What follows belongs to an exercise in optimizing a design on an open flow for small area, a short achievable clock period and few clock cycles per item; a production flow would make more cautious choices.
In this exercise RTL edits were held to simulation tests only and were not proved equivalent to the original.
Power is estimated from default activity; no workload was simulated.

## design/flow/design.v

```verilog
module BSW (
    clk, rst, start,
    i_Q, i_R,
    o_Q_al,
    o_R_al,
    detail_info,
    done
);
    input clk, rst;
    input  [2:0] i_Q, i_R;
    input  start;
    output [2:0] o_Q_al, o_R_al;
    output [8:0] detail_info;
    output done;
    localparam [1:0] C_STOP = 2'd0, C_I = 2'd1, C_D = 2'd2, C_G = 2'd3;
    integer k;
    function ge8;
        input [7:0] a, b;
        reg [7:0] g, l;
        reg [3:0] g1, l1;
        reg [1:0] g2, l2;
        integer t;
        begin
            g = a & ~b;
            l = ~a & b;
            for (t = 0; t < 4; t = t + 1) begin
                g1[t] = g[2*t+1] | (~l[2*t+1] & g[2*t]);
                l1[t] = l[2*t+1] | (~g[2*t+1] & l[2*t]);
            end
            for (t = 0; t < 2; t = t + 1) begin
                g2[t] = g1[2*t+1] | (~l1[2*t+1] & g1[2*t]);
                l2[t] = l1[2*t+1] | (~g1[2*t+1] & l1[2*t]);
            end
            ge8 = ~(l2[1] | (~g2[1] & l2[0]));
        end
    endfunction
    function [11:0] pe_cell;
        input [3:0] ta, tb;
        input noA, noB, mt, c0, c1;
        reg aGEb, selM, sat, hz;
        reg [3:0] tmx;
        reg [2:0] tu, tv;
        reg [1:0] v, code;
        reg [3:0] tdl, tdu;
        reg [4:0] xv;         
        begin
            if (noA) begin
                aGEb = 1'b0; tmx = tb;
            end else if (noB) begin
                aGEb = 1'b1; tmx = ta;
            end else begin
                aGEb = &(ta | ~tb); tmx = ta | tb;
            end
            selM = mt ? tmx[3] : tmx[0];
            tu   = selM ? tmx[3:1] : (mt ? 3'b111 : 3'b000);
            sat  = c0 & ~tu[0];
            tv   = {tu[2:1], tu[0] | sat};
            v    = {tv[1], tv[2] | (tv[0] & ~tv[1])};
            hz   = (c0 & ~tu[1]) | (c1 & ~tu[0]);
            if (hz)        code = C_STOP;
            else if (selM) code = aGEb ? C_I : C_D;
            else           code = c0 ? C_STOP : C_G;
            xv   = {1'b0, tv, 1'b1};
            tdl[0] = (~tb[0] | xv[1]) & (~tb[1] | xv[2]) & (~tb[2] | xv[3]) & ~tb[3];
            tdl[1] = xv[1] & (~tb[0] | xv[2]) & (~tb[1] | xv[3]) & ~tb[2];
            tdl[2] = xv[2] & (~tb[0] | xv[3]) & ~tb[1];
            tdl[3] = xv[3] & ~tb[0];
            tdu[0] = (~ta[0] | xv[1]) & (~ta[1] | xv[2]) & (~ta[2] | xv[3]) & ~ta[3];
            tdu[1] = xv[1] & (~ta[0] | xv[2]) & (~ta[1] | xv[3]) & ~ta[2];
            tdu[2] = xv[2] & (~ta[0] | xv[3]) & ~ta[1];
            tdu[3] = xv[3] & ~ta[0];
            pe_cell = {code, v, tdl, tdu};
        end
    endfunction
    function [7:0] addv;
        input [7:0] C;
        input [1:0] v;
        reg [1:0] lo;
        reg [5:0] hi, hip, him;
        reg cyp, cym;
        integer t;
        begin
            lo  = {~(C[1] ^ v[1] ^ (C[0] | v[0])), ~(C[0] ^ v[0])};
            hi  = C[7:2];
            for (t = 0; t < 6; t = t + 1) begin
                hip[t] = hi[t] ^ (t == 0 ? 1'b1 : &(hi | ~((6'd1 << t) - 6'd1)));
                him[t] = hi[t] ^ (t == 0 ? 1'b1 : ~|(hi & ((6'd1 << t) - 6'd1)));
            end
            cyp = C[1] & v[1] & (C[0] | v[0]);
            cym = ~(C[1] | C[0] | v[1] | v[0]);
            addv = {cyp ? hip : cym ? him : hi, lo};
        end
    endfunction
    reg       run;           
    reg [7:0] cyc;           
    always @(posedge clk or posedge rst) begin
        if (rst) begin
            run <= 1'b0;
            cyc <= 8'd0;
        end else if (!run) begin
            if (start) run <= 1'b1;
            cyc <= 8'd0;
        end else if (cyc != 8'hff) begin
            cyc <= cyc + 8'd1;
        end
    end
    reg in_phase, sc_phase, s2_phase, fin, ps_ok, late;
    always @(posedge clk or posedge rst) begin
        if (rst) begin
            in_phase <= 1'b1;
            sc_phase <= 1'b0;
            s2_phase <= 1'b0;
            fin      <= 1'b0;
            ps_ok    <= 1'b0;
            late     <= 1'b0;
        end else if (!run) begin
            in_phase <= 1'b1;
            sc_phase <= 1'b0;
            s2_phase <= 1'b0;
            fin      <= 1'b0;
            ps_ok    <= 1'b0;
            late     <= 1'b0;
        end else begin
            if (cyc == 8'd62) in_phase <= 1'b0;
            if (cyc == 8'd2)  sc_phase <= 1'b1;
            if (cyc == 8'd66) sc_phase <= 1'b0;
            if (cyc == 8'd4)  s2_phase <= 1'b1;
            if (cyc == 8'd67) s2_phase <= 1'b0;
            fin <= (cyc == 8'd66);
            if (cyc == 8'd5)  ps_ok <= 1'b1;
            if (cyc == 8'd66) late <= 1'b1;
        end
    end
    reg [2:0] m_lo;          
    reg [2:0] m_hi;          
    always @(posedge clk) begin
        m_lo <= {m_lo[1:0], sc_phase};
        m_hi <= {m_hi[1:0], m_hi[0] || (run && cyc == 8'd63)};
        if (!sc_phase) m_hi <= 3'd0;
    end
    wire m_ge1 = m_lo[0], m_ge2 = m_lo[1], m_ge3 = m_lo[2];
    wire m_le60 = !m_hi[0], m_le61 = !m_hi[1], m_le62 = !m_hi[2];
    wire [5:0] ve, vo;
    assign ve[0] = sc_phase && m_ge2 && m_le61;
    assign ve[1] = sc_phase && m_ge1 && m_le62;
    assign ve[2] = sc_phase;
    assign ve[3] = sc_phase && m_ge1 && m_le62;
    assign ve[4] = sc_phase && m_ge2 && m_le61;
    assign ve[5] = sc_phase && m_ge3 && m_le60;
    assign vo[0] = sc_phase && m_ge2 && m_le60;
    assign vo[1] = sc_phase && m_ge1 && m_le61;
    assign vo[2] = sc_phase && m_le62;
    assign vo[3] = sc_phase && m_le62;
    assign vo[4] = sc_phase && m_ge1 && m_le61;
    assign vo[5] = sc_phase && m_ge2 && m_le60;
    reg [127:0] qv, rv;
    wire [1:0] q_in = in_phase ? i_Q[1:0] : qv[127:126];
    wire [1:0] r_in = in_phase ? i_R[1:0] : rv[127:126];
    always @(posedge clk) begin
        qv <= {qv[125:0], q_in};
        rv <= {rv[125:0], r_in};
    end
    reg  [47:0] hpe, hpo;     
    reg  [23:0] dlo, duo;     
    wire [47:0] he, ho;
    wire [23:0] dle, due, dlo_n, duo_n;
    wire [11:0] ce_w, co_w;
    genvar p;
    generate
        for (p = 0; p < 6; p = p + 1) begin : g_pe
            wire mte = (qv[2*(5-p) +: 2] == rv[2*(1+p) +: 2]);
            wire mto = (qv[2*(5-p) +: 2] == rv[2*p +: 2]);
            wire [7:0] Ce  = hpe[8*p +: 8];
            wire       ce0 = (Ce == 8'd0);
            wire       ce1 = (Ce == 8'd1);
            wire [3:0] tae = dlo[4*p +: 4];
            wire [3:0] tbe;
            if (p == 5) begin : g_b5
                assign tbe = 4'b0001;
            end else begin : g_bn
                assign tbe = duo[4*(p+1) +: 4];
            end
            wire [11:0] re = pe_cell(tae, tbe, 1'b0, p == 5, mte, ce0, ce1);
            wire [7:0]  He = addv(Ce, re[9:8]);
            assign he[8*p +: 8]   = ve[p] ? He : 8'd0;
            assign ce_w[2*p +: 2] = re[11:10];
            assign dle[4*p +: 4]  = ve[p] ? re[7:4] : 4'b0001;
            assign due[4*p +: 4]  = ve[p] ? re[3:0] : 4'b0001;
            wire [7:0] Co  = hpo[8*p +: 8];
            wire       co0 = (Co == 8'd0);
            wire       co1 = (Co == 8'd1);
            wire [3:0] tao;
            if (p == 0) begin : g_a0
                assign tao = 4'b0001;
            end else begin : g_an
                assign tao = dle[4*(p-1) +: 4];
            end
            wire [11:0] ro = pe_cell(tao, due[4*p +: 4], p == 0, 1'b0, mto, co0, co1);
            wire [1:0] vo_ = ro[9:8];
            wire [7:0] Ho  = addv(Co, vo_);
            assign ho[8*p +: 8]    = vo[p] ? Ho : 8'd0;
            assign co_w[2*p +: 2]  = ro[11:10];
            assign dlo_n[4*p +: 4] = vo[p] ? ro[7:4] : 4'b0001;
            assign duo_n[4*p +: 4] = vo[p] ? ro[3:0] : 4'b0001;
        end
    endgenerate
    always @(posedge clk) begin
        hpe <= he;
        hpo <= ho;
        dlo <= dlo_n;
        duo <= duo_n;
    end
    reg  [383:0] bank0, bank1, bank2, bank3;
    wire [23:0]  new_word = {co_w, ce_w};
    always @(posedge clk) begin
        bank0 <= {bank3[359:0], sc_phase ? new_word : bank3[383:360]};
        bank1 <= bank0;
        bank2 <= bank1;
        bank3 <= bank2;
    end
    reg [95:0] mh;
    reg [47:0] mi;
    reg [23:0] s1_h;
    reg [11:0] s1_i;         
    reg [7:0]  best_h;
    reg [5:0]  best_w;
    reg        best_par;
    reg [2:0]  best_p;
    always @(*) begin
        for (k = 0; k < 6; k = k + 1) begin
            mh[8*k +: 8]     = hpe[8*k +: 8]; mi[4*k +: 4]     = {1'b0, k[2:0]};
            mh[8*(k+6) +: 8] = hpo[8*k +: 8]; mi[4*(k+6) +: 4] = {1'b1, k[2:0]};
        end
        for (k = 0; k < 6; k = k + 1) begin
            if (ge8(mh[8*(2*k) +: 8], mh[8*(2*k+1) +: 8])) begin
                mh[8*k +: 8] = mh[8*(2*k) +: 8];   mi[4*k +: 4] = mi[4*(2*k) +: 4];
            end else begin
                mh[8*k +: 8] = mh[8*(2*k+1) +: 8]; mi[4*k +: 4] = mi[4*(2*k+1) +: 4];
            end
        end
        for (k = 0; k < 3; k = k + 1) begin
            if (ge8(mh[8*(2*k) +: 8], mh[8*(2*k+1) +: 8])) begin
                mh[8*k +: 8] = mh[8*(2*k) +: 8];   mi[4*k +: 4] = mi[4*(2*k) +: 4];
            end else begin
                mh[8*k +: 8] = mh[8*(2*k+1) +: 8]; mi[4*k +: 4] = mi[4*(2*k+1) +: 4];
            end
        end
    end
    wire [7:0] g0 = s1_h[7:0], g1 = s1_h[15:8], g2 = s1_h[23:16];
    wire c01 = ge8(g0, g1), c02 = ge8(g0, g2), c12 = ge8(g1, g2);
    wire b0  = !ge8(best_h, g0), b1 = !ge8(best_h, g1), b2 = !ge8(best_h, g2);
    wire t0  = b0 && c01 && c02;
    wire t1  = b1 && !c01 && c12;
    wire t2  = b2 && !c02 && !c12;
    wire [7:0] h63 = hpe[23:16];
    wire w63 = fin && !ge8(best_h, h63) && !ge8(g0, h63)
               && !ge8(g1, h63) && !ge8(g2, h63);
    wire       upd     = s2_phase && (t0 || t1 || t2);
    wire [5:0] w_now   = cyc[5:0] - 6'd5;
    wire [5:0] best_wn = w63 ? 6'd63 : upd ? w_now : best_w;    
    wire       best_parn = w63 ? 1'b0 : !upd ? best_par : t0 ? s1_i[3] : t1 ? s1_i[7] : s1_i[11];
    wire [2:0] best_pn   = w63 ? 3'd2 : !upd ? best_p : t0 ? s1_i[2:0] : t1 ? s1_i[6:4] : s1_i[10:8];
    always @(posedge clk) begin
        s1_h <= mh[23:0];
        s1_i <= mi[11:0];
        if (!run) begin
            best_h   <= 8'd0;
            best_w   <= 6'd0;
            best_par <= 1'b0;
            best_p   <= 3'd2;          
        end else if (w63) begin
            best_h <= h63; best_w <= 6'd63; best_par <= 1'b0; best_p <= 3'd2;
        end else if (upd) begin
            best_w <= w_now;
            if (t0) begin
                best_h <= g0; best_par <= s1_i[3];  best_p <= s1_i[2:0];
            end else if (t1) begin
                best_h <= g1; best_par <= s1_i[7];  best_p <= s1_i[6:4];
            end else begin
                best_h <= g2; best_par <= s1_i[11]; best_p <= s1_i[10:8];
            end
        end
    end
    reg        ps_act;                  
    reg        rc;                      
    reg        shift_r;                 
    reg        strm;                    
    reg        bchg;                    
    reg [3:0]  blk;                     
    reg [5:0]  cin_e, cin_o;            
    reg [5:0]  base;
    reg [5:0]  pe_w;                    
    reg        pe_par;
    reg [2:0]  pe_p;
    reg [4:0]  vtop;                    
    wire [3:0] bE    = pe_w[5:2];
    reg  [63:0] oh;                     
    reg  [15:0] rsel;                   
    function [23:0] sel16x24;
        input [383:0] v;
        input [15:0] s;
        integer a;
        begin
            sel16x24 = 24'd0;
            for (a = 0; a < 16; a = a + 1)
                sel16x24 = sel16x24 | (v[24*a +: 24] & {24{s[a]}});
        end
    endfunction
    wire [95:0] bank_out = {sel16x24(bank3, oh[63:48]), sel16x24(bank2, oh[47:32]),
                            sel16x24(bank1, oh[31:16]), sel16x24(bank0, oh[15:0])};
    wire [95:0] wd;                       
    genvar j;
    generate
        for (j = 0; j < 4; j = j + 1) begin : g_rot
            assign wd[24*j +: 24] = (bank_out[23:0]  & {24{rsel[4*j]}})
                                  | (bank_out[47:24] & {24{rsel[4*j+1]}})
                                  | (bank_out[71:48] & {24{rsel[4*j+2]}})
                                  | (bank_out[95:72] & {24{rsel[4*j+3]}});
        end
    endgenerate
    reg  [5:0]  oE, oO;
    reg  [5:0]  cE, cO;
    reg  [15:0] blk_path;                
    reg  [47:0] stop_hit;                
    reg  [23:0] w;
    integer kk, q;
    wire [3:0] cst_r;
    wire       inj = (ps_act || rc) && blk == bE;
    always @(*) begin
        if (inj || (ps_act && blk > bE)) begin
            cE = 6'd0; cO = 6'd0;
        end else if (rc) begin
            for (q = 0; q < 6; q = q + 1) begin
                cE[q] = (cst_r == q + 1);
                cO[q] = (cst_r == q + 7);
            end
        end else begin
            cE = cin_e; cO = cin_o;
        end
        blk_path = 16'd0;
        stop_hit = 48'd0;
        oE = 6'd0; oO = 6'd0;
        for (kk = 3; kk >= 0; kk = kk - 1) begin
            w = wd[24*kk +: 24];
            for (q = 0; q < 6; q = q + 1)
                oO[q] = cO[q] | (inj && pe_w[1:0] == kk && pe_par && pe_p == q);
            for (q = 0; q < 6; q = q + 1) begin
                oE[q] = cE[q] | (inj && pe_w[1:0] == kk && !pe_par && pe_p == q)
                      | (oO[q] && w[12 + 2*q +: 2] == C_D);
                if (q < 5)
                    oE[q] = oE[q] | (oO[q + 1] && w[12 + 2*(q+1) +: 2] == C_I);
            end
            for (q = 0; q < 6; q = q + 1) begin
                cE[q] = oE[q] && w[2*q +: 2] == C_G;
                cO[q] = (oO[q] && w[12 + 2*q +: 2] == C_G)
                      | (oE[q] && w[2*q +: 2] == C_I);
                if (q > 0)
                    cO[q] = cO[q] | (oE[q - 1] && w[2*(q-1) +: 2] == C_D);
            end
            for (q = 0; q < 6; q = q + 1) begin
                if (oE[q])
                    blk_path[4*kk +: 2] = blk_path[4*kk +: 2]
                        | {w[2*q +: 2] != C_D, w[2*q +: 2] != C_I};
                if (oO[q])
                    blk_path[4*kk + 2 +: 2] = blk_path[4*kk + 2 +: 2]
                        | {w[12 + 2*q +: 2] != C_D, w[12 + 2*q +: 2] != C_I};
                stop_hit[12*kk + q]     = oE[q] && w[2*q +: 2] == C_STOP;
                stop_hit[12*kk + 6 + q] = oO[q] && w[12 + 2*q +: 2] == C_STOP;
            end
        end
    end
    wire found = |stop_hit;
    reg [1:0] f_k;
    reg       f_par;
    reg [2:0] f_p;
    always @(*) begin
        f_k = 2'd0; f_par = 1'b0; f_p = 3'd0;
        for (k = 0; k < 48; k = k + 1) begin
            if (k / 12 == 1 || k / 12 == 3) f_k[0] = f_k[0] | stop_hit[k];
            if (k / 12 >= 2)                f_k[1] = f_k[1] | stop_hit[k];
            if ((k % 12) >= 6)              f_par  = f_par  | stop_hit[k];
            if ((k % 6) & 1)                f_p[0] = f_p[0] | stop_hit[k];
            if ((k % 6) & 2)                f_p[1] = f_p[1] | stop_hit[k];
            if ((k % 6) & 4)                f_p[2] = f_p[2] | stop_hit[k];
        end
    end
    reg [59:0] cst;                    
    reg [3:0]  cin_x;
    always @(*) begin
        cin_x = 4'd0;
        for (q = 0; q < 6; q = q + 1) begin
            if (cin_e[q]) cin_x = cin_x | (q + 1);
            if (cin_o[q]) cin_x = cin_x | (q + 7);
        end
    end
    assign cst_r = (blk == 4'd15) ? 4'd0 : cst[4*blk +: 4];
    wire merge  = ps_act && (blk < bE) && ({1'b0, blk} < vtop) && (blk >= s_b)
                  && (cin_x == cst_r);
    wire ps_end = ps_act && (merge || found);      
    wire free   = !ps_act || ps_end;
    wire bnew   = upd || w63;                      
    wire ps_go  = ps_ok && !strm && (fin || (bchg && !ps_act));
    wire [3:0] go_b = fin ? 4'd15 : best_w[5:2];
    wire abort  = ps_go && ps_act && !ps_end;
    wire st_go  = late && !fin && !strm && free;
    wire st_mg  = late && !fin && !strm && merge;
    wire st0    = st0_r || st_mg;
    always @(posedge clk or posedge rst) begin
        if (rst) begin
            ps_act <= 1'b0;
            strm   <= 1'b0;
            bchg   <= 1'b1;
            vtop   <= 5'd0;
        end else if (!run) begin
            ps_act <= 1'b0;
            strm   <= 1'b0;
            bchg   <= 1'b1;
            vtop   <= 5'd0;
        end else begin
            if (ps_go)       ps_act <= 1'b1;
            else if (ps_end) ps_act <= 1'b0;
            if (st_go) strm <= 1'b1;
            bchg <= ps_go ? (bnew && !fin) : (bchg || bnew);
            if (ps_end)
                vtop <= {1'b0, bE};
            else if (abort)
                vtop <= (vtop < {1'b0, blk}) ? vtop : {1'b0, blk};
        end
    end
    always @(posedge clk) begin
        if (ps_go) begin
            pe_w   <= fin ? best_wn   : best_w;
            pe_par <= fin ? best_parn : best_par;
            pe_p   <= fin ? best_pn   : best_p;
        end
        cin_e <= cE;
        cin_o <= cO;
        for (k = 0; k < 15; k = k + 1)
            if (ps_act && blk < bE && blk == k) cst[4*k +: 4] <= cin_x;
    end
    reg [5:0] base_n;
    always @(*) begin
        if (ps_go)
            base_n = fin ? 6'd1 : cyc[5:0] - 6'd6 - {best_w[5:2], 2'b00};
        else if (st0)
            base_n = cyc[5:0] - 6'd10 - {s_b, 2'b00};
        else if (ps_act)
            base_n = base + 6'd5;
        else
            base_n = shift_r ? base - 6'd3 : base + 6'd1;
    end
    always @(posedge clk) begin
        base <= base_n;
        if (ps_go)          blk <= go_b;
        else if (st0)       blk <= s_b + 4'd1;
        else if (ps_act)    blk <= blk - 4'd1;
        else if (shift_r)   blk <= blk + 4'd1;
        for (k = 0; k < 64; k = k + 1)
            oh[k] <= ((k / 16) < base_n[1:0]) ? (base_n[5:2] == ((k + 15) % 16))
                                              : (base_n[5:2] == (k % 16));
        for (k = 0; k < 16; k = k + 1)
            rsel[k] <= ((base_n[1:0] + 2'd3 - (k / 4)) & 2'd3) == (k % 4);
    end
    reg [15:0] pcur, pnext, pprev;
    reg        st0_r;            
    reg [3:0]  s_b;
    reg [1:0]  s_k;
    reg        s_par;
    reg [2:0]  s_p;
    reg        sa_act;           
    reg [6:0]  sa_d;             
    reg [5:0]  sa_qp, sa_rp;     
    reg        sb_end;
    reg        sb_q, sb_r;
    reg [2:0]  dcnt;
    reg        done_r;
    reg [2:0]  oq, orr;
    reg [8:0]  det;
    wire [5:0] s_w  = {s_b, s_k};
    wire [6:0] s_i  = {1'b0, s_w} + s_p - 7'd2;
    wire [6:0] s_j  = {1'b0, s_w} + 7'd2 - s_p + s_par;
    wire [6:0] s_d  = {s_w, s_par};
    wire [6:0] e_i  = {1'b0, best_w} + best_p - 7'd2;
    wire [6:0] e_j  = {1'b0, best_w} + 7'd2 - best_p + best_par;
    wire [6:0] e_d  = {best_w, best_par};
    wire [6:0] cd   = st0_r ? s_d : sa_d;
    function [1:0] mux64x2;
        input [127:0] v;
        input [5:0] s;
        reg [127:0] t;
        integer a, l;
        begin
            t = v;
            for (l = 0; l < 6; l = l + 1)
                for (a = 0; a < (32 >> l); a = a + 1)
                    t[2*a +: 2] = s[l] ? t[2*(2*a+1) +: 2] : t[2*(2*a) +: 2];
            mux64x2 = t[1:0];
        end
    endfunction
    wire [31:0] win  = {pn_eff, pc_eff};
    wire [3:0]  i1   = {1'b0, cd[2:0]} + 4'd1;
    wire [3:0]  i2   = {1'b0, cd[2:0]} + 4'd2;
    wire [1:0]  e1   = win[2*i1 +: 2];
    wire [1:0]  e2   = win[2*i2 +: 2];
    wire        use1 = (e1 != 2'b00);
    wire [1:0]  nc   = use1 ? e1 : e2;
    wire [6:0]  nd   = use1 ? cd + 7'd1 : cd + 7'd2;
    wire        shift = (st0 || sa_act) && !last && (nd[6:3] != cd[6:3]);
    wire       last = (cd == e_d);
    wire [5:0] cqp = st0_r ? cyc[5:0] - s_i[5:0] : sa_qp;
    wire [5:0] crp = st0_r ? cyc[5:0] - s_j[5:0] : sa_rp;
    always @(posedge clk or posedge rst) begin
        if (rst) begin
            st0_r  <= 1'b0;
            sa_act <= 1'b0;
            sb_end <= 1'b0;
            done_r <= 1'b0;
            dcnt   <= 3'd0;
        end else if (!run) begin
            st0_r  <= 1'b0;
            sa_act <= 1'b0;
            sb_end <= 1'b0;
            done_r <= 1'b0;
            dcnt   <= 3'd0;
        end else begin
            st0_r <= st_go && !st_mg;
            if (st0 || sa_act) begin
                sa_act <= !last;
                sb_end <= last;
            end
            done_r <= strm || st_mg;     
            if ((st0 || dcnt != 3'd0) && dcnt != 3'd7) dcnt <= dcnt + 3'd1;
        end
    end
    always @(posedge clk) begin
        if (!run) begin
            s_b   <= 4'd0;
        end else if (ps_act && !merge && found) begin
            s_b   <= blk;
            s_k   <= f_k;
            s_par <= f_par;
            s_p   <= f_p;
        end
        if (st0 || sa_act) begin
            sb_q  <= nc[1];
            sb_r  <= nc[0];
            sa_d  <= nd;
            sa_qp <= cqp + {5'd0, !nc[1]};
            sa_rp <= crp + {5'd0, !nc[0]};
        end else if (!strm) begin
            sb_q  <= 1'b1;
            sb_r  <= 1'b1;
            sa_d  <= s_d;
            sa_qp <= cyc[5:0] + 6'd1 - s_i[5:0];
            sa_rp <= cyc[5:0] + 6'd1 - s_j[5:0];
        end
    end
    reg [15:0] pprev2;
    reg        fnd_r, mrg_r;
    wire [15:0] pc_eff = fnd_r ? pprev : pcur;
    wire [15:0] pn_eff = (fnd_r || mrg_r) ? pprev2 : (merge && blk == s_b) ? pprev : pnext;
    always @(posedge clk) begin
        pprev  <= blk_path;
        pprev2 <= pprev;
        fnd_r  <= ps_act && !merge && found;
        mrg_r  <= merge && blk == s_b;
        if (shift) begin
            pcur  <= pn_eff;
        end else begin
            pcur  <= pc_eff;
            pnext <= rc ? blk_path : pn_eff;
        end
    end
    always @(posedge clk or posedge rst) begin
        if (rst) begin
            shift_r <= 1'b0;
            rc      <= 1'b0;
        end else begin
            shift_r <= run && shift;
            rc      <= run && shift_r;
        end
    end
    wire       o_q = st0_r | sb_q;
    wire       o_r = st0_r | sb_r;
    wire [1:0] qb  = mux64x2(qv, cqp);
    wire [1:0] rb  = mux64x2(rv, crp);
    always @(posedge clk) begin
        if (sb_end) begin
            oq  <= 3'd0;
            orr <= 3'd0;
        end else begin
            oq  <= o_q ? ((qb == 2'd0) ? 3'd4 : {1'b0, qb}) : 3'd5;
            orr <= o_r ? ((rb == 2'd0) ? 3'd4 : {1'b0, rb}) : 3'd5;
        end
        case (dcnt)
            3'd0: det <= {2'b0, s_i};
            3'd1: det <= {2'b0, s_j};
            3'd2: det <= {2'b0, e_i};
            3'd3: det <= {2'b0, e_j};
            3'd4: det <= {1'b0, best_h};
            default: det <= 9'd0;
        endcase
    end
    assign o_Q_al      = oq;
    assign o_R_al      = orr;
    assign detail_info = det;
    assign done        = done_r;
endmodule
```

## design/flow/flow/run.sh

```bash
#!/bin/bash
# Standard layout, with the port buffers made of buf_4 cells instead of the
# cell buffer_ports picks by default, and timing repair aiming at 18.2 ns of
# setup slack (the clock period stays the design's). Make's full output goes
# to flow.log; each tool's own logs stay under orfs/logs.
set -euo pipefail
export BUFFER_PORTS_ARGS="-buffer_cell sky130_fd_sc_hd__buf_4"
export SETUP_SLACK_MARGIN=18.2
bash standard.sh > flow.log 2>&1
```

## design/flow/standard.sh

```bash
#!/bin/bash
# synth_recipe.tcl (not shown) runs the flow's synth.tcl, then flattens the netlist and writes it again
# the make line also repeats each setting of config.mk as NAME=value (left out here)
make -C /OpenROAD-flow-scripts/flow DESIGN_CONFIG=/design/flow/config.mk WORK_HOME=/design/flow/orfs CLKGATE_MAP_FILE= SYNTH_SCRIPT=/design/flow/synth_recipe.tcl "${@:-finish}"
```

## design/flow/config.mk

```make
export PLATFORM = sky130hd
export DESIGN_NAME = BSW
export DESIGN_NICKNAME = BSW
export VERILOG_FILES = /design/flow/design.v
export SDC_FILE = /design/flow/constraint.sdc
export NUM_CORES = 8
export LEC_CHECK = 0
export ABC_CLOCK_PERIOD_IN_PS = 5000
export CAP_MARGIN = 20
export CORE_MARGIN = 2
export CORE_UTILIZATION = 40
export CTS_CLUSTER_DIAMETER = 80
export CTS_CLUSTER_SIZE = 25
export PLACE_DENSITY = 0.88
export SLEW_MARGIN = 20
```

## design/flow/constraint.sdc

```tcl
create_clock -name core_clock -period 24.0 [get_ports {clk}]
set_input_delay 4.8000 -clock core_clock [delete_from_list [all_inputs] [get_ports {clk}]]
set_output_delay 4.8000 -clock core_clock [all_outputs]
set_load 0.01 [all_outputs]
```

==> results of run 1 <==
[flip-flops by register name (all words and copies together) (netlist names), 14 cells and up]
name	count
bank0	384
bank1	384
bank2	384
bank3	384
qv	128
rv	128
oh	64
cst	60
hpe	48
hpo	48
dlo	24
s1_h	24
duo	20
pnext	16
pprev2	16
pprev	16
pcur	14
[power by group through the flow]
stage	Clock (µW)	Combinational, µW	Sequential, µW
floorplan	0	4230	5300
global placement	0	5740	5570
detailed placement	0	5880	5630
CTS	2070	6140	5550
global route	2210	6920	5680
finish	2090	6530	5590
[stage by stage]
| stage | cells | utilization, % | instance area, µm² | worst slack [ns] | hold WS (ns) |
|---|---|---|---|---|---|
| final | 9970 | 44.59 | 89850 | 17.86 | 0.2710 |
| after global routing | 9965 | 44.58 | 89830 | 17.83 | 0.2855 |
| after CTS | 9878 | 43.92 | 88490 | 17.82 | 0.2711 |
| after detailed placement | 9625 | 41.67 | 83960 | 16.63 | 0.3316 |
| after global placement | 9623 | 41.66 | 83940 | 16.73 | 0.3295 |
| after floorplan | 7151 | - | 80870 | 18.54 | 0.3259 |
[cells in the final DEF, fill, tap and decap left out, types with 177 or more instances in the layout]
| cell type | instances |
|---|---|
| a21oi_1 | 241 |
| mux2i_1 | 197 |
| dfxtp_1 | 2119 |
| o21ai_0 | 177 |
| inv_1 | 278 |
| a221oi_1 | 420 |
| nand2_1 | 377 |
| a22o_1 | 443 |
| nor2_1 | 416 |
| buf_4 | 265 |
[cells in the mapped netlist, drive strengths merged (16+ instances only)]
library cell	n
o21a	22
a211oi	65
a21oi	250
xnor2	136
nor2	422
or2	38
xor2	57
and2	37
or4	21
a21o	40
or3	38
dfxtp	2140
o21ai	209
mux2	23
nor4	25
nor3	107
nor3b	23
edfxtp	117
dfrtp	29
buf	94
o22ai	31
a31oi	59
nand2	383
o211ai	21
a2111oi	16
o31ai	36
ha	128
nand4	130
mux4	82
nand2b	57
maj3	80
a22oi	146
clkbuf	239
nand3	108
a22o	444
mux2i	206
and3	33
o221ai	23
a221oi	447
nor2b	86
inv	283
[layout make-up]
cell class / count / area [µm²] / share of cell area (%)
Sequential cell: 2288 / 47170 / 52.50
Clock inverter: 23 / 391.6 / 0.4359
Multi-Input combinational cell: 4242 / 32320 / 35.97
Timing Repair Buffer: 332 / 2754 / 3.065
Inverter: 288 / 1090 / 1.213
Antenna cell: 5 / 12.51 / 0.01393
Tap cell: 2672 / 3343 / 3.721
Clock buffer: 120 / 2768 / 3.080
[kinds of logic (layout without fill, tap and decap cells)]
| kind of cell | count (synthesis) | after routing | synth area share [%] |
|---|---|---|---|
| fa+ha+maj | 216 | 216 | 3.190 |
| compound gates | 1979 | 1979 | 18.92 |
| simple gates | 1542 | 1542 | 9.351 |
| other cells | 1 | 6 | 0.004637 |
| mux | 311 | 311 | 5.163 |
| xor+xnor | 193 | 193 | 2.090 |
| flops | 2288 | 2288 | 58.28 |
| buf+inv | 621 | 763 | 2.997 |
[final timing paths]
kind / endpoint / cells after the start
hold reg to reg: bank3[257]$_DFF_P_ / 0
setup / recovery: done / 1
max in group asynchronous: bchg$_DFF_PP1_ / 3
setup reg to reg: vtop[2]$_DFFE_PP0P_ / 20
min in group asynchronous: cyc[4]$_DFFE_PP0P_ / 3
hold / removal: bank3[257]$_DFF_P_ / 0
[timing repair]
item	CTS	global route
setup endpoints to repair	107	108
pin swaps	60	49
gates resized for setup	128	142
buffers inserted	110	80
cloned	0	1
[routing by layer]
| layer | wire (µm) | vias to the layer above |
|---|---|---|
| met1 | 101400 | 30314 |
| met3 | 36530 | 1358 |
| met5 | 65 | - |
| li1 | - | 26861 |
| met4 | 25100 | 10 |
| met2 | 119800 | 4352 |
==> run summary, run 1 <==
status finished clean; initial core utilization 40.14%; PwrDens 158.2 mW/mm²; Buffers on Ports 21; TritonCTS Buffers 108; DR DRC count 0; asr flop ratio synth 1.355%; switch share 42.73%; Max-cap violations 0; WP data required 19.20 ns; sequential share of power 39.4%; # IOs 25; Layout area overhead 11.10%; # rows 165; pin count of the biggest net entering global routing 71; met1 GRT Util 32.05%; Critical Path End Type output pin; top post-synthesis cells by area dfxtp_1 (53%), a22o_1 (4.8%), a221oi_1 (4.8%); drt total wl 282,900 µm; syn avg cell area 11.31 µm²; DR WL/cell 28.37 µm; CP peak stage delay 0.43 ns; Initial DRC Count 9,027; fmax 163.0 MHz; internal power 8140 µW; setup TNS 0 ns; synthesized flop and latch total 2,288; Least-Margin Pin Slew 1.334 ns; via/cell ratio 6.308; TritonCTS clock tree done; synthesized cell area 0.08087 mm²; Worst setup SP type flop; GR Util met2 39.92%; crit-path leading delay family flip-flops; clk latency of the worst-skew pair 0.84 ns; Hold Crit Start bank2[257]$_DFF_P_; Warnings, synthesis 1; global placement routability congestion 1.029; htree depth 3; RSZ-0062 raised after global routing yes; reg-to-reg slack, setup 18.20 ns; sequential cell area fraction in the yosys report 58.28%; Via Count 62,895; post-DP HPWL 181,900 µm; Crit Path Class flop to output pin; TritonRoute pass-1 iters 9; die area 0.2058 mm²; Main synth FF type dfxtp_1; Synth top area share 52.98%; Final ANT Viol Nets 0; switching pwr 6074 µW; clk_skew 0.1062 ns; Reg clk slew, reported paths 0.09 ns; first-pass GRT wire length 403,800 µm; Yosys top cell by area dfxtp_1; Final Hold Viols 0; Worst path slowest cell dfrtp_1; Netlist cell types 125; Critical Path Fanout Max 1; Die X-Extent 453.6 µm; Setup crit start done_r$_DFF_PP0_; Tmin final 6.136 ns; GR peak layer met2; CTS max path bufs 3; endpoints failing setup 0; # clock sinks 2,288; Die Ht 453.6 µm; gr ovfl total 0; core area 0.2015 mm²; hold buffers post-CTS 0; number of global-route vias before repair 61,068; Slew Viols, Final 0; Critical Path AT 1.34 ns; Logic pwr share 45.9%; GRT met3 Usage 7.787%; Nets 7,405; reg-to-reg startpoint oh[30]$_DFF_P_; static leakage 0.03460 µW; Clock Power Share 14.7%; Post-synth EDFFs 117; period utilisation layout 25.57%; syn_nets 7,296; fillers 17,687; worst vdd ir 0.09380 mV; layout cells sized above 1 11.81%; Buf+Inv Stages, Crit Path 1; Clock Root Buffer clkbuf_16; initial antenna violation count 6; Worst slew margin 11.04%; worst-path cell chain buf_6; Hold Path Class flop to flop; total chip power 14,210 µW; Mapped Cells 7,151; global-route usage over all layers 26.39%
Testbench counts, summed over its fixed seeds: cycles 44,498, items 320.
==> run 2: changes to the inputs <==
--- a/design/flow/config.mk
+++ b/design/flow/config.mk
@@ -7,3 +7,3 @@
 export LEC_CHECK = 0
-export ABC_CLOCK_PERIOD_IN_PS = 5000
+export ABC_CLOCK_PERIOD_IN_PS = 3500
 export CAP_MARGIN = 20
==> run 2 against run 1 <==
- worst hold slack stayed put
- via count stayed put
- clock-buffer cell count stayed put
- clock power hardly changed
- clock skew stayed put
- global-route usage stayed put
- cell count stayed put
- non-clock buffer count stayed put
- highest routed layer unchanged
==> run summary, run 2 <==
fmax 163.0 MHz (unchanged); CTS max path bufs 3 (unchanged); Buf+Inv Stages, Crit Path 1 (unchanged); commonest non-fill, non-tap cells in the layout dfxtp_1 (2,119), a22o_1 (443), a221oi_1 (420); layout cells sized above 1 11.81% (unchanged); fin area 0.08985 mm² (unchanged); Initial DRC Count 9,027 (unchanged); Nets 7,405 (unchanged); status finished clean; Die Ht 453.6 µm (unchanged); first-pass GRT wire length 403,800 µm (unchanged); Yosys top cell by area dfxtp_1; Crit Path Class flop to output pin; Synth top area share 52.98% (unchanged); CP peak stage delay 0.43 ns (about the same); Least-Margin Pin Slew 1.334 ns (unchanged); Worst setup SP type flop; Warnings, synthesis 1 (unchanged); # rows 165 (unchanged); worst reg2reg path depth 20 (unchanged); Slew Viols, Final 0 (unchanged); core area 0.2015 mm² (unchanged); Die X-Extent 453.6 µm (unchanged); # IOs 25 (unchanged); Critical Path AT 1.34 ns (about the same); Mapped Cells 7,151 (unchanged); PwrDens 158.2 mW/mm² (unchanged); TritonRoute pass-1 iters 9 (unchanged); Post-synth EDFFs 117 (unchanged); clk_skew 0.1062 ns (unchanged); global-route usage over all layers 26.39% (unchanged); die area 0.2058 mm² (unchanged); WP data required 19.20 ns (about the same); placed cell areas 0.08396 mm² (unchanged); Max-cap violations 0 (unchanged); top post-synthesis cells by area dfxtp_1 (53%), a22o_1 (4.8%), a221oi_1 (4.8%); count leader, synth dfxtp_1; Critical Path Fanout Max 1 (unchanged); CP Depth 1 (unchanged); crit-path leading delay family flip-flops; DR DRC count 0 (unchanged); global placement routability congestion 1.029 (unchanged); period utilisation layout 25.57% (unchanged); initial core utilization 40.14% (unchanged); Worst slew margin 11.04% (unchanged); Clock Root Buffer clkbuf_16; syn avg cell area 11.31 µm² (unchanged); Hold Path Class flop to flop; Netlist cell types 125 (unchanged); Final ANT Viol Nets 0 (unchanged); RSZ-0062 raised after global routing yes; DR WL/cell 28.37 µm (unchanged); static leakage 0.03460 µW (unchanged); fillers 17,687 (unchanged); minimum hold slack 0.2710 ns (unchanged); Synth top cells by count dfxtp_1 (2,140), a22o_1 (444), a221oi_1 (442); Layout area overhead 11.10% (unchanged); drt total wl 282,900 µm (unchanged); syn_nets 7,296 (unchanged); Tmin final 6.136 ns (unchanged); setup TNS 0 ns (unchanged); htree depth 3 (unchanged); worst-path cell chain buf_6; clk latency of the worst-skew pair 0.84 ns (about the same); sequential cell area fraction in the yosys report 58.28% (unchanged); Main synth FF type dfxtp_1; hold path cells 0 (unchanged); TritonCTS clock tree done; worst vdd ir 0.09380 mV (unchanged); pin count of the biggest net entering global routing 71 (unchanged); via/cell ratio 6.308 (unchanged); # clock sinks 2,288 (unchanged); number of global-route vias before repair 61,068 (unchanged); post-DP HPWL 181,900 µm (unchanged); Critical Path End Type output pin; synthesized cell area 0.08087 mm² (unchanged); endpoints failing setup 0 (unchanged); TritonCTS Buffers 108 (unchanged); initial antenna violation count 6 (unchanged); Worst path slowest cell dfrtp_1; asr flop ratio synth 1.355% (unchanged); commonest non-fill, non-tap cell in the layout dfxtp_1; Buffers on Ports 21 (unchanged); Reg clk slew, reported paths 0.09 ns (about the same); Final Hold Viols 0 (unchanged); synthesized flop and latch total 2,288 (unchanged); gr ovfl total 0 (unchanged); Via Count 62,895 (unchanged)
-- run 2: metrics by stage --
step	setup slack, ns	cells	power, µW	util (%)
after floorplan	18.54	7151	9534	-
after global placement	16.73	9623	11310	41.66
after detailed placement	16.63	9625	11510	41.67
after CTS	17.82	9878	13760	43.92
after global routing	17.83	9965	14810	44.58
final	17.86	9970	14210	44.59
-- run 2: worst paths after layout --
check | from | endpoint | slack (ns)
min in group asynchronous | rst | cyc[4]$_DFFE_PP0P_ | 4.18
setup reg to reg | oh[30]$_DFF_P_ | vtop[2]$_DFFE_PP0P_ | 18.20
max in group asynchronous | rst | bchg$_DFF_PP1_ | 19.38
hold reg to reg | bank2[257]$_DFF_P_ | bank3[257]$_DFF_P_ | 0.27
setup / recovery | done_r$_DFF_PP0_ | done | 17.86
hold / removal | bank2[257]$_DFF_P_ | bank3[257]$_DFF_P_ | 0.27
-- run 2: timing repair --
item | CTS | global route
setup endpoints to repair | 107 | 108
pin swaps | 60 | 49
setup buffers | 110 | 80
hold buffers | 0 | 0
gates resized for setup | 128 | 142
cloned | 0 | 1
-- run 2: kinds of logic (layout without fill, tap and decap cells) --
family / count (synthesis) / count (layout) / share of synthesized area (%)
adder cells (fa/ha/maj): 216 / 216 / 3.190
multiplexers: 311 / 311 / 5.163
XOR/XNOR: 193 / 193 / 2.090
AND/OR/NAND/NOR: 1542 / 1542 / 9.351
flip-flops: 2288 / 2288 / 58.28
AO/OA/AOI/OAI: 1979 / 1979 / 18.92
other: 1 / 6 / 0.004637
buffers and inverters: 621 / 763 / 2.997
-- run 2: metal layers --
metal  vias to the layer above  track usage (%)  share of wire (%)
met5                         -           0.1399              0.023
met4                        10            18.84                8.9
met3                      1358            7.787                 13
met1                     30314            32.05                 36
li1                      26861                -                  -
met2                      4352            39.92                 42
-- run 2: final cells by class --
class	instances	area (µm²)	share of cell area (%)
Clock buffer	120	2768	3.080
Tap cell	2672	3343	3.721
Antenna cell	5	12.51	0.01393
Sequential cell	2288	47170	52.50
Inverter	288	1090	1.213
Clock inverter	23	391.6	0.4359
Multi-Input combinational cell	4242	32320	35.97
Timing Repair Buffer	332	2754	3.065
-- run 2: report_power, final --
| group | internal (µW) | switching [µW] | total (µW) |
|---|---|---|---|
| Clock | 850 | 1240 | 2090 |
| Sequential | 4850 | 744 | 5590 |
| Combinational | 2440 | 4090 | 6530 |
| Total | 8140 | 6070 | 14200 |
==> run 3: changes to the inputs <==
==> design/flow/flow/run.sh (replaced) <==
#!/bin/bash
# Standard layout, with the port buffers made of buf_4 cells instead of the
# cell buffer_ports picks by default, and timing repair aiming at 18.0 ns of
# setup slack (the clock period stays the design's). Make's full output goes
# to flow.log; each tool's own logs stay under orfs/logs.
set -euo pipefail
export BUFFER_PORTS_ARGS="-buffer_cell sky130_fd_sc_hd__buf_4"
export SETUP_SLACK_MARGIN=18.0
bash standard.sh > flow.log 2>&1
--- a/design/flow/config.mk
+++ b/design/flow/config.mk
@@ -7,3 +7,3 @@
 export LEC_CHECK = 0
-export ABC_CLOCK_PERIOD_IN_PS = 3500
+export ABC_AREA = 1
 export CAP_MARGIN = 20
==> run 3 against run 2 <==
- utilization shrank 1.1 points
- non-clock buffer count shrank 173
- routed wire length shrank 1.9%
- combinational power is essentially flat
==> run summary, run 3 <==
status finished clean; Synth top cells by count nand2_1 (2,341), dfxtp_1 (2,140), nor2_1 (1,001); TritonCTS Buffers 107 (-0.93%); htree depth 3 (unchanged); Initial DRC Count 9,897 (+9.6%); GR peak layer met2; Die X-Extent 458.7 µm (+1.1%); via/cell ratio 5.752 (-8.8%); GRT met3 Usage 7.808% (+0.021 points); endpoints failing setup 0 (unchanged); die area 0.2104 mm² (+2.3%); # IOs 25 (unchanged); # clock sinks 2,288 (unchanged); Die Ht 458.7 µm (+1.1%); top post-synthesis cells by area dfxtp_1 (52%), nand2_1 (11%), nor2_1 (4.5%); Hold Path Class flop to flop; setup TNS 0 ns (unchanged); Least-Margin Pin Slew 1.342 ns (+0.007844 ns); syn avg cell area 8.638 µm² (-24%); Layout area overhead 7.773%; PwrDens 163.9 mW/mm² (+3.6%); fin area 0.08915 mm² (-0.78%); period utilisation layout 25.41% (-0.16 points); # rows 166 (+0.61%); Slew Viols, Final 0 (unchanged); RSZ-0062 raised after global routing yes; WP data required 19.20 ns (about the same); met1 GRT Util 32.54% (+0.49 points); Buffers on Ports 21 (unchanged); synthesized cell area 0.08272 mm² (+2.3%); Crit Path Class flop to output pin; minimum hold slack 0.3071 ns (+0.03609 ns); Worst slew margin 9.689% (-1.3 points); TritonCTS clock tree done; syn_nets 9,721 (+33%); fmax 164.0 MHz (+0.62%); worst vdd ir 0.1151 mV (+23%); placed cell areas 0.08578 mm² (+2.2%); Buf+Inv Stages, Crit Path 1 (unchanged); Critical Path AT 1.30 ns (-0.04 ns); Worst path slowest cell dfrtp_1; DR DRC count 0 (unchanged); post-DP HPWL 182,400 µm (+0.30%); Netlist cell types 74 (-41%); crit-path leading delay family flip-flops; Yosys top cell by area dfxtp_1; pin count of the biggest net entering global routing 69 (-2.8%); gr ovfl total 0 (unchanged); Clock Root Buffer clkbuf_16; first-pass GRT wire length 401,800 µm (-0.50%); Main synth FF type dfxtp_1; Worst setup SP type flop; fillers 18,680 (+5.6%); synthesized flop and latch total 2,288 (unchanged); Reg clk slew, reported paths 0.09 ns (about the same); Final ANT Viol Nets 0 (unchanged); CTS max path bufs 3 (unchanged); Synth top area share 51.79% (-1.2 points); Critical Path Fanout Max 1 (unchanged); hold buffers post-CTS 0 (unchanged); Via Count 70,475 (+12%); commonest non-fill, non-tap cells in the layout nand2_1 (2,338), dfxtp_1 (2,066), nor2_1 (1,001); initial antenna violation count 10 (+4); DR WL/cell 22.66 µm (-20%); sequential cell area fraction in the yosys report 56.98% (-1.3 points); Final Hold Viols 0 (unchanged); commonest non-fill, non-tap cell in the layout nand2_1; layout cells sized above 1 5.756% (-6.0 points); worst-path cell chain buf_6; CP peak stage delay 0.39 ns (-0.04 ns); Nets 9,668 (+31%); count leader, synth nand2_1; number of global-route vias before repair 64,641 (+5.9%); global-route usage over all layers 25.33% (-1.1 points); core area 0.2050 mm² (+1.7%); global placement routability congestion 1.082 (+5.1%); Max-cap violations 0 (unchanged); Critical Path End Type output pin; static leakage 0.03828 µW (+11%); TritonRoute pass-1 iters 8 (-1); Post-synth EDFFs 117 (unchanged); GR Util met2 36.95% (-3.0 points); clk latency of the worst-skew pair 0.84 ns (about the same); clk_skew 0.08520 ns (-0.02102 ns); initial core utilization 40.35% (+0.21 points); Mapped Cells 9,576 (+34%); Warnings, synthesis 1 (unchanged); asr flop ratio synth 1.355% (unchanged); Tmin final 6.098 ns (-0.03760 ns); drt total wl 277,600 µm (-1.9%)
run 3: final timing paths:
path,start,to,slack (ns),cells past startpoint
setup / recovery,done_r$_DFF_PP0_,done,17.90,1
hold / removal,bank2[378]$_DFF_P_,bank3[378]$_DFF_P_,0.31,0
setup reg to reg,oh[56]$_DFF_P_,s_p[2]$_DFFE_PP_,18.16,30
hold reg to reg,bank2[378]$_DFF_P_,bank3[378]$_DFF_P_,0.31,0
max in group asynchronous,rst,bchg$_DFF_PP1_,19.50,3
min in group asynchronous,rst,cyc[2]$_DFFE_PP0P_,4.11,3
run 3: cell type report:
cell class | count | area [µm²] | area share [%]
repair inverters | 1 | 5.005 | 0.005614
flip-flops and latches | 2288 | 47230 | 52.97
inverters | 845 | 3184 | 3.572
clock buffers | 117 | 2756 | 3.092
diodes | 10 | 25.02 | 0.02807
clock inverters | 24 | 407.9 | 0.4576
repair buffers | 159 | 1251 | 1.404
multi-input cells | 6121 | 30930 | 34.69
well taps | 2688 | 3363 | 3.773
run 3: through the flow:
stage | util (%) | power (µW) | cells | setup WS, ns
2_1_floorplan | - | 9999 | 9576 | 18.54
6_report | 43.49 | 14610 | 12253 | 17.90
3_5_place_dp | 41.84 | 12170 | 12093 | 18.13
3_3_place_gp | 41.84 | 11980 | 12092 | 18.25
4_1_cts | 43.42 | 14260 | 12234 | 17.88
5_1_grt | 43.48 | 15390 | 12244 | 17.88
run 3: worst reg2reg max path: cells and delay by family, from the launching register on:
| family | cells | cell delay (ns) |
|---|---|---|
| buf+inv | 3 | 0.58 |
| compound gates | 2 | 0.61 |
| flops | 1 | 0.61 |
| simple gates | 25 | 3.66 |
run 3: timing repair:
| action | 4_1_cts | 5_1_grt |
|---|---|---|
| setup endpoints to repair | 15 | 85 |
| gates cloned | 0 | 1 |
| resized for setup | 21 | 12 |
| setup buffers | 0 | 5 |
run 3: metal layers:
| layer | routed length [µm] | up-vias | part of all wire (%) |
|---|---|---|---|
| met5 | 91 | - | 0.033 |
| li1 | - | 31766 | - |
| met1 | 103500 | 32657 | 37 |
| met2 | 112600 | 4841 | 41 |
| met4 | 21390 | 6 | 7.7 |
| met3 | 40020 | 1205 | 14 |
run 3: logic make-up after synthesis:
logic type | count (synthesis) | share of synthesized area, %
AND/OR/NAND/NOR | 4150 | 20.95
flip-flops | 2288 | 56.98
AO/OA/AOI/OAI | 1734 | 13.14
buffers and inverters | 1167 | 5.706
adder cells (fa/ha/maj) | 136 | 2.130
XOR/XNOR | 88 | 0.9318
multiplexers | 12 | 0.1528
other | 1 | 0.004534
run 3: where the power goes:
group          total, µW  switching, µW  leakage [µW]  internal, µW
registers           5960            841        0.0193          5120
clock network       2090           1230       0.00153           865
logic               6560           4610        0.0175          1950
==> run 4: changes to the inputs <==
==> design/flow/flow/run.sh (replaced) <==
#!/bin/bash
# Standard layout, with the port buffers made of buf_4 cells instead of the
# cell buffer_ports picks by default, and timing repair aiming at 18.5 ns of
# setup slack (the clock period stays the design's). Make's full output goes
# to flow.log; each tool's own logs stay under orfs/logs.
set -euo pipefail
export BUFFER_PORTS_ARGS="-buffer_cell sky130_fd_sc_hd__buf_4"
export SETUP_SLACK_MARGIN=18.5
bash standard.sh > flow.log 2>&1
==> run 4 against run 3 <==
- final area increased by 0.28%
- clock power is essentially flat
- critical endpoint unchanged
- register-to-register slack improved by 0.48 ns
- still clean
- flip-flop and latch count unchanged
- total power is 0.23% higher
- via count is essentially flat
- die area did not move
- fmax barely moved
- setup slack lost 0.0025 ns
==> run summary, run 4 <==
Critical Path Fanout Max 1 (unchanged); first-pass GRT wire length 401,900 µm (about the same); die area 0.2104 mm² (unchanged); CP peak stage delay 0.39 ns (about the same); Main synth FF type dfxtp_1; Final Hold Viols 0 (unchanged); # rows 166 (unchanged); number of global-route vias before repair 64,713 (+0.11%); initial core utilization 40.35% (unchanged); count leader, synth nand2_1; setup TNS 0 ns (unchanged); Synth top cells by count nand2_1 (2,341), dfxtp_1 (2,140), nor2_1 (1,001); Warnings, synthesis 1 (unchanged); TritonCTS Buffers 107 (unchanged); Max-cap violations 0 (unchanged); post-DP HPWL 182,400 µm (unchanged); syn avg cell area 8.638 µm² (unchanged); core area 0.2050 mm² (unchanged); crit-path leading delay family flip-flops; worst-path cell chain buf_6; setup slack after layout 17.90 ns (-0.002500 ns); Initial DRC Count 9,746 (-1.5%); DR DRC count 0 (unchanged); Buf+Inv Stages, Crit Path 1 (unchanged); pin count of the biggest net entering global routing 69 (unchanged); asr flop ratio synth 1.355% (unchanged); status finished clean; synthesized cell area 0.08272 mm² (unchanged); Netlist cell types 74 (unchanged); worst vdd ir 0.1144 mV (-0.61%); # IOs 25 (unchanged); Critical Path AT 1.30 ns (about the same); RSZ-0062 raised after global routing yes; commonest non-fill, non-tap cell in the layout nand2_1; WP data required 19.20 ns (about the same); Synth top area share 51.79% (unchanged); global-route usage over all layers 25.33% (about the same); commonest non-fill, non-tap cells in the layout nand2_1 (2,335), dfxtp_1 (2,066), nor2_1 (989); clk_skew 0.08055 ns (-0.004655 ns); DR WL/cell 22.64 µm (about the same); Post-synth EDFFs 117 (unchanged); Layout area overhead 8.076%; period utilisation layout 25.42% (about the same); Slew Viols, Final 0 (unchanged); synthesized flop and latch total 2,288 (unchanged); Clock Root Buffer clkbuf_16; layout cells sized above 1 6.083% (+0.33 points); htree depth 3 (unchanged); Buffers on Ports 21 (unchanged); Yosys top cell by area dfxtp_1; TritonCTS clock tree done; # clock sinks 2,288 (unchanged); Worst setup SP type flop; TritonRoute pass-1 iters 9 (+1); CTS max path bufs 3 (unchanged); sequential cell area fraction in the yosys report 56.98% (unchanged); static leakage 0.03837 µW (+0.23%); Die Ht 458.7 µm (unchanged); global placement routability congestion 1.082 (unchanged); initial antenna violation count 16 (+6); Final ANT Viol Nets 0 (unchanged); fmax 163.9 MHz (about the same); syn_nets 9,721 (unchanged); Worst slew margin 10.12% (+0.43 points); Crit Path Class flop to output pin; via/cell ratio 5.748 (about the same); hold buffers post-CTS 0 (unchanged); Reg clk slew, reported paths 0.09 ns (about the same); Worst path slowest cell dfrtp_1; endpoints failing setup 0 (unchanged); reg-to-reg slack, setup 18.64 ns (+0.48 ns); gr ovfl total 0 (unchanged); Mapped Cells 9,576 (unchanged); Via Count 70,534 (+0.084%); Hold Path Class flop to flop; Tmin final 6.101 ns (+0.002500 ns); Critical Path End Type output pin; dpl ws 18.13 ns (unchanged); Die X-Extent 458.7 µm (unchanged); top post-synthesis cells by area dfxtp_1 (52%), nand2_1 (11%), nor2_1 (4.5%); PwrDens 163.8 mW/mm² (about the same); Least-Margin Pin Slew 1.342 ns (-0.00001949 ns); drt total wl 277,800 µm (about the same); clk latency of the worst-skew pair 0.84 ns (about the same); Nets 9,680 (+0.12%)
run 4: cell count changes in the layout (fill, tap and decap cells not counted), moves of 3 or more:
cell,previous run,this run
nand2_1,2338,2335
buf_6,16,20
diode_2,10,17
dfxtp_2,74,65
dfxtp_4,0,9
nor2_1,1001,989
nand2_2,36,39
nor2_2,9,20
buf_4,140,147
run 4: cell type report:
type	count	area, µm²
Clock inverter	24	407.9
Tap cell	2688	3363
Clock buffer	117	2756
Timing Repair inverter	1	5.005
Multi-Input combinational cell	6121	31020
Inverter	845	3189
Fill cell	18627	115600
Timing Repair Buffer	171	1366
Sequential cell	2288	47250
Antenna cell	17	42.54
run 4: cells by family after synthesis:
kind of cell	after synthesis	synth area share, %
and+or+nand+nor	4150	20.95
buffers and inverters	1167	5.706
other	1	0.004534
adders and majority gates	136	2.130
muxes	12	0.1528
DFF	2288	56.98
xor gates and xnor gates	88	0.9318
AOI/OAI and AO/OA	1734	13.14
run 4: power breakdown:
group	switching (µW)	total (µW)	leakage (µW)	internal (µW)
registers	841	5960	0.0193	5120
logic	4620	6590	0.0176	1970
clock network	1230	2090	0.00153	865
run 4: what timing repair did:
action,CTS,global route
endpoints found under the setup margin,63,101
resized for setup,27,46
setup buffers,1,16
gates cloned,1,0
pin swaps,0,5
run 4: worst register-to-register path, delay by kind of cell, from the launching register on:
kind	cells	cell delay, ns
buf+inv	3	0.65
simple gates	27	3.68
compound gates	1	0.21
flops	1	0.56
run 4: stage by stage:
stage	util [%]	hold WS (ns)	cells	instance area, µm²	total power, µW
after floorplan	-	0.3259	9576	82720	9999
after global placement	41.84	0.3288	12092	85770	11980
after CTS	43.44	0.3184	12236	89040	14260
final	43.61	0.3052	12272	89400	14650
after detailed placement	41.84	0.3315	12093	85780	12170
after global routing	43.59	0.3207	12256	89360	15430
run 4: final timing paths:
path	startpoint	end	cells past startpoint
max	done_r$_DFF_PP0_	done	1
min	bank2[378]$_DFF_P_	bank3[378]$_DFF_P_	0
max reg2reg	oh[54]$_DFF_P_	s_p[2]$_DFFE_PP_	31
min reg2reg	bank2[378]$_DFF_P_	bank3[378]$_DFF_P_	0
max in group asynchronous	rst	bchg$_DFF_PP1_	3
min in group asynchronous	rst	cyc[2]$_DFFE_PP0P_	3
run 4: metal layers:
layer,global-route usage (%),part of all wire [%]
met1,32.25,37
met2,37.00,41
met3,8.266,14
met4,15.66,7.6
met5,0.2067,0.039
==> run 5: changes to the inputs <==
==> design/flow/flow/run.sh (replaced) <==
#!/bin/bash
# Standard layout, with the port buffers made of buf_4 cells instead of the
# cell buffer_ports picks by default. Make's full output goes to flow.log;
# each tool's own logs stay under orfs/logs.
set -euo pipefail
export BUFFER_PORTS_ARGS="-buffer_cell sky130_fd_sc_hd__buf_4"
bash standard.sh > flow.log 2>&1
--- a/design/flow/config.mk
+++ b/design/flow/config.mk
@@ -14,2 +14,3 @@
 export PLACE_DENSITY = 0.88
+export SETUP_SLACK_MARGIN = 5
 export SLEW_MARGIN = 20
==> run 5 against run 4 <==
- still clean
- fmax shrank 0.39%
- routed wire length down 0.28%
- sequential share of layout area is 0.18 points higher
- clock power is essentially flat
- first-iteration DRC count increased by 2.1%
- clock-buffer cell count did not move
- global-route usage barely moved
- non-clock buffer count down 17
- synthesized area stayed put
- total power is 0.41% lower
- critical path type is now flop to flop
- largest power group unchanged
- highest routed layer unchanged
==> run summary, run 5 <==
Crit Path Class flop to flop; TritonCTS Buffers 107 (unchanged); Final ANT Viol Nets 0 (unchanged); crit-path leading delay family simple AND/OR/NAND/NOR gates; period utilisation layout 25.52% (+0.098 points); RSZ-0062 raised after global routing no; gr ovfl total 0 (unchanged); setup slack after layout 17.88 ns (-0.02360 ns); # rows 166 (unchanged); drt total wl 277,100 µm (-0.28%); cts repair resizes 0 (-100%); Critical Path Fanout Max 13 (+12); worst vdd ir 0.1148 mV (+0.33%); Netlist cell types 74 (unchanged); Tmin final 6.125 ns (+0.02360 ns); Warnings, synthesis 1 (unchanged); DR DRC count 0 (unchanged); PwrDens 163.8 mW/mm² (about the same); commonest non-fill, non-tap cells in the layout nand2_1 (2,338), dfxtp_1 (2,077), nor2_1 (1,001); hold buffers post-CTS 0 (unchanged); Layout area overhead 7.628%; initial antenna violation count 10 (-6); Die X-Extent 458.7 µm (unchanged); Nets 9,662 (-0.19%); GRT met3 Usage 7.811% (-0.46 points); global placement routability congestion 1.082 (unchanged); TritonRoute pass-1 iters 7 (-2); die area 0.2104 mm² (unchanged); CP peak stage delay 0.91 ns (+0.52 ns); Hold Crit Start bank2[378]$_DFF_P_; number of global-route vias before repair 64,634 (-0.12%); first-pass GRT wire length 401,800 µm (about the same); # IOs 25 (unchanged); Worst slew margin 11.70% (+1.6 points); fillers 18,704 (+0.41%); GR Util met2 36.95% (-0.051 points); # clock sinks 2,288 (unchanged); count leader, synth nand2_1; synthesized cell area 0.08272 mm² (unchanged); Worst setup SP type flop; Least-Margin Pin Slew 1.314 ns (-0.02785 ns); clk_skew 0.08242 ns (+0.001874 ns); syn_nets 9,721 (unchanged); post-DP HPWL 182,400 µm (unchanged); GR peak layer met2; Synth top cells by count nand2_1 (2,341), dfxtp_1 (2,140), nor2_1 (1,001); syn avg cell area 8.638 µm² (unchanged); met1 GRT Util 32.54% (+0.29 points); htree depth 3 (unchanged); fin util 43.43% (-0.18 points); pin count of the biggest net entering global routing 69 (unchanged); synthesized flop and latch total 2,288 (unchanged); Mapped Cells 9,576 (unchanged); postcts setup bufs 0 (-1); Via Count 70,480 (-0.077%); Buf+Inv Stages, Crit Path 3 (+2); CTS max path bufs 3 (unchanged); DR WL/cell 22.61 µm (-0.14%); switch share 45.72% (about the same); dpl ws 18.13 ns (unchanged); total chip power 14,590 µW (-0.41%); Initial DRC Count 9,946 (+2.1%); Slew Viols, Final 0 (unchanged); Post-synth EDFFs 117 (unchanged); reg-to-reg startpoint oh[42]$_DFF_P_; Logic pwr share 44.8% (-0.2 points); Main synth FF type dfxtp_1; sequential share of power 40.9% (+0.2 points); internal power 7918 µW (-0.48%); layout cells sized above 1 5.519% (-0.56 points); top post-synthesis cells by area dfxtp_1 (52%), nand2_1 (11%), nor2_1 (4.5%); Synth top area share 51.79% (unchanged); clk latency of the worst-skew pair 0.84 ns (about the same); Clock Root Buffer clkbuf_16; Yosys top cell by area dfxtp_1; TritonCTS clock tree done; static leakage 0.03825 µW (-0.32%); Hold Path Class flop to flop; Critical Path End Type flop; WP data required 24.41 ns (+5.21 ns); global-route usage over all layers 25.32% (about the same); Critical Path AT 6.53 ns (+5.23 ns); sequential cell area fraction in the yosys report 56.98% (unchanged); status finished clean; fmax 163.3 MHz (-0.39%); switching pwr 6668 µW (-0.34%); Worst path slowest cell o21ai_0; endpoints failing setup 0 (unchanged); Max-cap violations 0 (unchanged); commonest non-fill, non-tap cell in the layout nand2_1; Setup crit start oh[42]$_DFF_P_; CP most frequent cell nand2_2; setup TNS 0 ns (unchanged); asr flop ratio synth 1.355% (unchanged); Buffers on Ports 21 (unchanged); core area 0.2050 mm² (unchanged); Reg clk slew, reported paths 0.10 ns (about the same); Clock Power Share 14.3% (about the same); via/cell ratio 5.751 (about the same); Final Hold Viols 0 (unchanged); initial core utilization 40.35% (unchanged); Die Ht 458.7 µm (unchanged)
==> run 5: worst paths after layout <==
| kind | slack, ns | endpoint | cells after the start |
|---|---|---|---|
| worst min-delay path | 0.31 | bank3[378]$_DFF_P_ | 0 |
| worst max-delay path | 17.88 | s_p[2]$_DFFE_PP_ | 29 |
| worst min register to register | 0.31 | bank3[378]$_DFF_P_ | 0 |
| worst max register to register | 17.88 | s_p[2]$_DFFE_PP_ | 29 |
| min in group asynchronous | 4.11 | cyc[2]$_DFFE_PP0P_ | 3 |
| max in group asynchronous | 19.50 | bchg$_DFF_PP1_ | 3 |
==> run 5: cells by family after synthesis <==
family / share of synthesized area, %
xor gates and xnor gates: 0.9318
other: 0.004534
DFF: 56.98
buffers and inverters: 5.706
and+or+nand+nor: 20.95
adders and majority gates: 2.130
AOI/OAI and AO/OA: 13.14
muxes: 0.1528
==> run 5: metrics by stage <==
stage	hold WS, ns	area [µm²]	std cells
detailed placement	0.3315	85780	12093
finish	0.3054	89030	12255
global route	0.3198	88980	12238
CTS	0.3184	88940	12234
global placement	0.3288	85770	12092
floorplan	0.3259	82720	9576
==> run 5: area by class of cell <==
cell class	count	area, µm²	share of cell area (%)
multi-input combinational	6121	30910	34.72
clock buffer	117	2756	3.096
antenna	18	45.04	0.05060
inverter	845	3177	3.568
clock inverter	24	407.9	0.4582
timing repair buffer	154	1157	1.300
sequential	2288	47210	53.03
tap	2688	3363	3.778
==> run 5: routing by layer <==
layer	vias up	wire [µm]
li1	31791	-
met1	32607	103200
met2	4900	112700
met4	6	21110
met3	1176	40010
met5	-	52
==> run 5: power by group through the flow <==
stage / clock (µW) / sequential, µW / combinational, µW
2_1_floorplan: 0 / 5630 / 4370
3_3_place_gp: 0 / 5920 / 6060
3_5_place_dp: 0 / 5970 / 6200
4_1_cts: 2080 / 5910 / 6260
5_1_grt: 2210 / 6050 / 7100
6_report: 2090 / 5960 / 6530

==> afterwards: timing with drivers on the ports <==
No port has a modelled driver above. Below, the same layouts with a new extraction and two added sets of constraints.
Step 1: set_driving_cell puts a clkbuf_16 on clk and a buf_2 on each other input, an assumption about the parent block.
Step 2 times the ports against the registers' clock, not the clock port: input delays grow and output delays shrink by t, the midpoint of the rising clock arrivals with the driver on.
a / b / c = ideal ports / drivers / drivers and shift; a / b = the first two.
| run | t, ns | setup slack, ns | hold slack, ns | worst register clock-pin slew, ns |
|---|---|---|---|---|
| run 1 | 0.865 | 17.864 / 17.783 / 18.197 | 0.271 / 0.271 / 0.271 | 0.11 / 0.11 |
| run 2 | 0.865 | 17.864 / 17.783 / 18.197 | 0.271 / 0.271 / 0.271 | 0.11 / 0.11 |
| run 3 | 0.894 | 17.902 / 17.807 / 18.163 | 0.307 / 0.307 / 0.307 | 0.10 / 0.10 |
| run 4 | 0.893 | 17.899 / 17.804 / 18.643 | 0.305 / 0.305 / 0.305 | 0.10 / 0.10 |
| run 5 | 0.891 | 17.876 / 17.806 / 17.876 | 0.305 / 0.305 / 0.305 | 0.10 / 0.10 |
After both steps setup and hold are still met in every run listed.
